From an optimization exercise on the open Yosys and OpenROAD flow, aimed at small area, a short achievable clock period and few clock cycles per item; shortcuts taken in it are not production practice. Function was checked by simulation only, so behaviour that the tests miss may differ from the original.

==> inputs of v21 <==
// main_sync
module main_sync(clk, rst, ld_we, ld_addr, ld_data, start, a_addr, b_addr, c_addr,
		count, ready, done, result, rd_addr, rd_data);
Settings: LEC_CHECK=0, ABC_CLOCK_PERIOD_IN_PS=6000, CAP_MARGIN=20, CORE_MARGIN=2, CORE_UTILIZATION=35, CTS_BUF_LIST=sky130_fd_sc_hd__clkbuf_16, CTS_CLUSTER_DIAMETER=60, CTS_CLUSTER_SIZE=16, PLACE_DENSITY=0.5, SETUP_SLACK_MARGIN=4, SLEW_MARGIN=20; clock period 10.0 ns.
standard.sh (not shown) runs the stock make flow with config.mk's settings and CLKGATE_MAP_FILE= SYNTH_SCRIPT=/design/flow/synth_recipe.tcl, a recipe that flattens the netlist after the stock synthesis.
==> flow/flow/run.sh <==
#!/bin/bash
# Own flow: the standard layout with two changes.
# 1. Yosys's synth does not run its early "abc -fast" pass (SYNTH_ARGS=-noabc).
#    That pass rewrites the multiplier's full-adder logic so that extract_fa
#    later finds most full adders with an inverted input or output, and about
#    one inverter per full adder is added. The later ABC mapping, the
#    flip-flops and their names are the standard flow's.
# 2. Every input and output port still gets its own buffer, but a buf_1
#    (BUFFER_PORTS_ARGS) instead of the delay buffer buffer_ports picks by
#    default; repair may still resize it.
set -euo pipefail
cd "$(dirname "$0")/.."
bash standard.sh SYNTH_ARGS=-noabc "BUFFER_PORTS_ARGS=-buffer_cell sky130_fd_sc_hd__buf_1" finish > run_standard.log 2>&1
==> v32: changes against v21 <==
==> flow/flow/run.sh (replaced) <==
#!/bin/bash
# Own flow: the standard layout, with Yosys's synth told not to run its
# early "abc -fast" pass (SYNTH_ARGS=-noabc). That pass rewrites the
# multiplier's full-adder logic so that extract_fa later finds most full
# adders with an inverted input or output, and the flow then adds about one
# inverter per full adder. Everything else, including the later ABC mapping,
# the flip-flops and their names, is the standard flow's.
set -euo pipefail
cd "$(dirname "$0")/.."
bash standard.sh SYNTH_ARGS=-noabc finish > run_standard.log 2>&1
Settings changed: ABC_CLOCK_PERIOD_IN_PS 6000 to 6500, CTS_BUF_LIST sky130_fd_sc_hd__clkbuf_16 to not set, CTS_CLUSTER_DIAMETER 60 to not set, CTS_CLUSTER_SIZE 16 to not set, SETUP_SLACK_MARGIN 4 to 3.5.
==> v37: changes against v21 <==
Settings changed: ABC_CLOCK_PERIOD_IN_PS 6000 to 5500, CTS_BUF_LIST sky130_fd_sc_hd__clkbuf_16 to not set, CTS_CLUSTER_DIAMETER 60 to not set, CTS_CLUSTER_SIZE 16 to not set, SETUP_SLACK_MARGIN 4 to 4.5.
==> comparison <==
v32 ran to the end with no violations. v21 ran to the end with no violations. v37 finished with timing, DRC and antenna clean. Critical path depth: v32 is lower than v37 (2). Against v21, the clock skew of v37 is lower by 0.048 ns. Fmax, lowest first: v32, v21, v37. In area after synthesis, v37 and v21 do not differ. Non-clock buffer count: v32 < v21 < v37.
==> figures <==
|  | v32 | v37 | v21 |
|---|---|---|---|
| Crit Reg-Reg Startpoint | P[9] | P[11] | X[4] |
| Count of cells along the worst register-to-register path | 18 | 20 | 19 |
| Cell repeated most along the worst path | sky130_fd_sc_hd__fa_1 | - | sky130_fd_sc_hd__fa_1 |
| Worst-path fanout max | 16 | 8 | 27 |
| Clock buffers and inverters, area share | 4.969% | 4.583% | 4.183% |
| Max frequency | 158.0 MHz | 168.9 MHz | 168.1 MHz |
| Global-route track usage on met2 | 47.01% | 48.18% | 45.14% |
| Critical path endpoint | register.R[1][24] | register.R[14][30] | X_neg[15] |
| Clock latency (worst-skew pair) | 0.72 ns | 0.68 ns | 0.69 ns |
| Final worst path period need | 6.331 ns | 5.922 ns | 5.948 ns |
| Status | timing/DRC/antenna clean | timing/DRC/antenna clean | timing/DRC/antenna clean |
| Vias per Instance | 6.737 | 6.777 | 6.775 |
| Clock transition time at the flip-flop clock pins of the worst setup and hold paths | 0.05 ns | 0.06 ns | 0.06 ns |
Testbench counts of v21, summed over its fixed seeds: cycles 35,421, commands 8,192.
Testbench counts of v32, summed over its fixed seeds: cycles 35,421, commands 8,192.
Testbench counts of v37, summed over its fixed seeds: cycles 35,421, commands 8,192.

* * *

==> inputs of v3 <==
main_sync, a different RTL version from the one above (not shown whole).
export LEC_CHECK = 0
export ABC_CLOCK_PERIOD_IN_PS = 6500
export CAP_MARGIN = 20
export CORE_MARGIN = 2
export CORE_UTILIZATION = 35
export PLACE_DENSITY = 0.5
export SETUP_SLACK_MARGIN = 3.5
export SLEW_MARGIN = 20
create_clock -name core_clock -period 10.0 [get_ports {clk}]
==> flow/flow/run.sh <==
#!/bin/bash
# Own flow: the standard layout, with Yosys's synth told not to run its
# early "abc -fast" pass (SYNTH_ARGS=-noabc). That pass rewrites the
# multiplier's full-adder logic so that extract_fa later finds most full
# adders with an inverted input or output, and the flow then adds about one
# inverter per full adder. Everything else, including the later ABC mapping,
# the flip-flops and their names, is the standard flow's.
set -euo pipefail
cd "$(dirname "$0")/.."
bash standard.sh SYNTH_ARGS=-noabc finish > run_standard.log 2>&1
==> v5 (differences from v3) <==
==> flow/run.sh (new file) <==
#!/bin/bash
# synth_recipe.tcl (not shown) runs the flow's synth.tcl, then flattens the netlist and writes it again
# the make line also repeats each setting of config.mk as NAME=value (left out here)
make -C /OpenROAD-flow-scripts/flow DESIGN_CONFIG=/design/flow/config.mk WORK_HOME=/design/flow/orfs CLKGATE_MAP_FILE= SYNTH_SCRIPT=/design/flow/synth_recipe.tcl finish
ABC_CLOCK_PERIOD_IN_PS = unset   (was 6500)
CORE_UTILIZATION = 40   (was 35)
PLACE_DENSITY = unset   (was 0.5)
SETUP_SLACK_MARGIN = unset   (was 3.5)
removed: flow/flow/run.sh
removed: flow/standard.sh
==> v26 (differences from v3) <==
==> flow/run.sh (new file) <==
#!/bin/bash
# synth_recipe.tcl (not shown) runs the flow's synth.tcl, then flattens the netlist and writes it again
# the make line also repeats each setting of config.mk as NAME=value (left out here)
make -C /OpenROAD-flow-scripts/flow DESIGN_CONFIG=/design/flow/config.mk WORK_HOME=/design/flow/orfs CLKGATE_MAP_FILE= SYNTH_SCRIPT=/design/flow/synth_recipe.tcl finish
ABC_CLOCK_PERIOD_IN_PS = 6000   (was 6500)
SETUP_SLACK_MARGIN = 4   (was 3.5)
removed: flow/flow/run.sh
removed: flow/standard.sh
==> summary of the runs <==
v3 completed with no timing, DRC or antenna violations. v5 went through all stages and came out clean. v26 completed without violations.
The lowest sequential share of layout area belongs to v26, the highest to v3.
Flip-flop and latch count is the same in v5 and v3.
Against v3, the first-iteration DRC count of v26 is lower by 0.38%.
Testbench counts of v3, summed over its fixed seeds: cycles 35,421, commands 8,192.
Testbench counts of v5, summed over its fixed seeds: cycles 35,421, commands 8,192.
Testbench counts of v26, summed over its fixed seeds: cycles 35,421, commands 8,192.

* * *

==> harbor <==
Another version of the RTL of main_sync (not shown whole).
Design main_sync, start of the top module:
module main_sync(clk, rst, ld_we, ld_addr, ld_data, start, a_addr, b_addr, c_addr,
		count, ready, done, result, rd_addr, rd_data);
parameter N = 32;
input clk;
input rst;
input ld_we;
input [3:0] ld_addr;
input [N-1:0] ld_data;
input start;
input [3:0] a_addr;
input [3:0] b_addr;
input [3:0] c_addr;
input [3:0] count;
output ready;
output reg done;
output [N-1:0] result;
input [3:0] rd_addr;
output reg [N-1:0] rd_data;
reg busy;
reg [3:0] e;       
reg [3:0] dst;
reg [N-1:0] X;     
reg [N-1:0] P;     
wire [N-1:0] ra, rb, rr;
wire [N-1:0] sq, prod;
wire last = busy & (e[3:1] == 3'd0);
wire we = busy ? last : (start ? (count == 4'd0) : ld_we);
wire [3:0] waddr = busy ? dst : (start ? c_addr : ld_addr);
wire [N-1:0] wdata = busy ? prod : (start ? rb : ld_data);
reg_sync register(.clk(clk), .rst(rst), .we(we), .waddr(waddr), .wdata(wdata),
		.raddr_1(a_addr), .raddr_2(b_addr), .raddr_3(rd_addr),
		.rdata_1(ra), .rdata_2(rb), .rdata_3(rr));
sq32 square(.x(X), .p(sq));
mul32_booth mult(.x(X), .y(P), .p(prod));
assign ready = ~busy;
assign result = P;
always @(posedge clk) begin
	rd_data <= rr;
	if (busy) begin
		X <= sq;
		if (e[0]) P <= prod;
		e <= e >> 1;
	end else begin
		X <= ra;
		P <= rb;
		e <= count;
		dst <= c_addr;
	end
	if (rst) begin
		busy <= 1'b0;
		done <= 1'b0;
	end else begin
		done <= busy ? last : (start & (count == 4'd0));
		if (busy) busy <= ~last;
		else busy <= start & (count != 4'd0);
	end
end
endmodule
make LEC_CHECK=0 ABC_CLOCK_PERIOD_IN_PS=7000 CAP_MARGIN=20 CORE_MARGIN=2 CORE_UTILIZATION=40 SETUP_SLACK_MARGIN=3 SLEW_MARGIN=20 finish   # period 10.0 ns
run.sh (not shown) runs the stock make flow with config.mk's settings and CLKGATE_MAP_FILE= SYNTH_SCRIPT=/design/flow/synth_recipe.tcl, a recipe that flattens the netlist after the stock synthesis.
Stock flow here: none of the scripts above is used.
==> raven (differences from harbor) <==
--- a/flow/config.mk
+++ b/flow/config.mk
@@ -6,8 +6,6 @@
 export NUM_CORES = 4
 export LEC_CHECK = 0
-export ABC_CLOCK_PERIOD_IN_PS = 7000
 export CAP_MARGIN = 20
 export CORE_MARGIN = 2
 export CORE_UTILIZATION = 40
-export SETUP_SLACK_MARGIN = 3
 export SLEW_MARGIN = 20
==> run notes <==
Status: harbor timing/DRC/antenna clean; raven timing/DRC/antenna clean
Seq/total area: harbor 32.7%; raven 33.2%
Area Overhead vs Synth: harbor 14.1%; raven 12.6%
Average via count per standard cell: harbor 6.82; raven 6.79
Master of the slowest instance on the critical path: harbor sky130_fd_sc_hd__fa_1; raven sky130_fd_sc_hd__edfxtp_1
Met2 usage in global routing: harbor 50.6%; raven 49.6%
Dpl cell area: harbor 0.0514 mm²; raven 0.0515 mm²
Total via count after detailed routing: harbor 42.6k; raven 42.2k
Startpoint of the lowest-slack register-to-register path: harbor P[12]$_DFFE_PP_; raven P[1]$_DFFE_PP_
Actual transition at the worst max-transition pin: harbor 1260 ps; raven 1270 ps
Routed Wire Length: harbor 216 mm; raven 212 mm
Number of nets in the final layout: harbor 5132; raven 5103
Layout Utilization: harbor 46.1%; raven 45.5%
Worst hold margin: harbor 482 ps; raven 486 ps
Met3 WL post-DR: harbor 33.8 mm; raven 34.7 mm
Routing usage on met3: harbor 13.6%; raven 14.8%
Cts repair resizes: harbor 34; raven 0
Global-route wire length before repair: harbor 301 mm; raven 301 mm
Post-CTS setup buffer count: harbor 7; raven 0
Testbench counts of harbor, summed over its fixed seeds: cycles 35,421, commands 8,192.
Testbench counts of raven, summed over its fixed seeds: cycles 35,421, commands 8,192.

## afterwards: timing with drivers on the ports
The flow's constraints put no driver on any port. The routed layouts listed below were extracted and timed again, unchanged, in two steps. Step 1 sets driving cells, clkbuf_16 on the clock port and buf_2 on the other inputs (assumed; they add their load-dependent delay and slew). Step 2 adds t to the input delays and takes it off the output delays; t is the mean of the earliest and latest rising clock arrival at the registers after step 1. Input paths then give back, and output paths get back, about the clock's delay inside the block. a / b / c = ideal / step 1 / step 2; a / b = the first two.
run	shift t [ns]	slack for setup (ns)	worst setup path after step 2	cell pins on the clock port's net
v21	0.736	4.052 / 4.052 / 3.538	input to register	1
v32	0.753	3.669 / 3.669 / 3.406	input to register	1
v37	0.738	4.078 / 4.078 / 3.809	input to register	1
v3	0.760	3.724 / 3.724 / 3.113	input to register	1
v5	0.722	2.638 / 2.638 / 2.638	register to register	1
v26	0.750	3.548 / 3.597 / 2.847	input to register	1
harbor	0.693	3.117 / 3.117 / 2.673	input to register	1
raven	0.691	1.551 / 1.551 / 1.551	register to register	1
After both steps every run listed still meets setup and hold. The setup slack of v26, which loses most, moves by +0.049 ns with the drivers and by -0.701 ns with both steps.
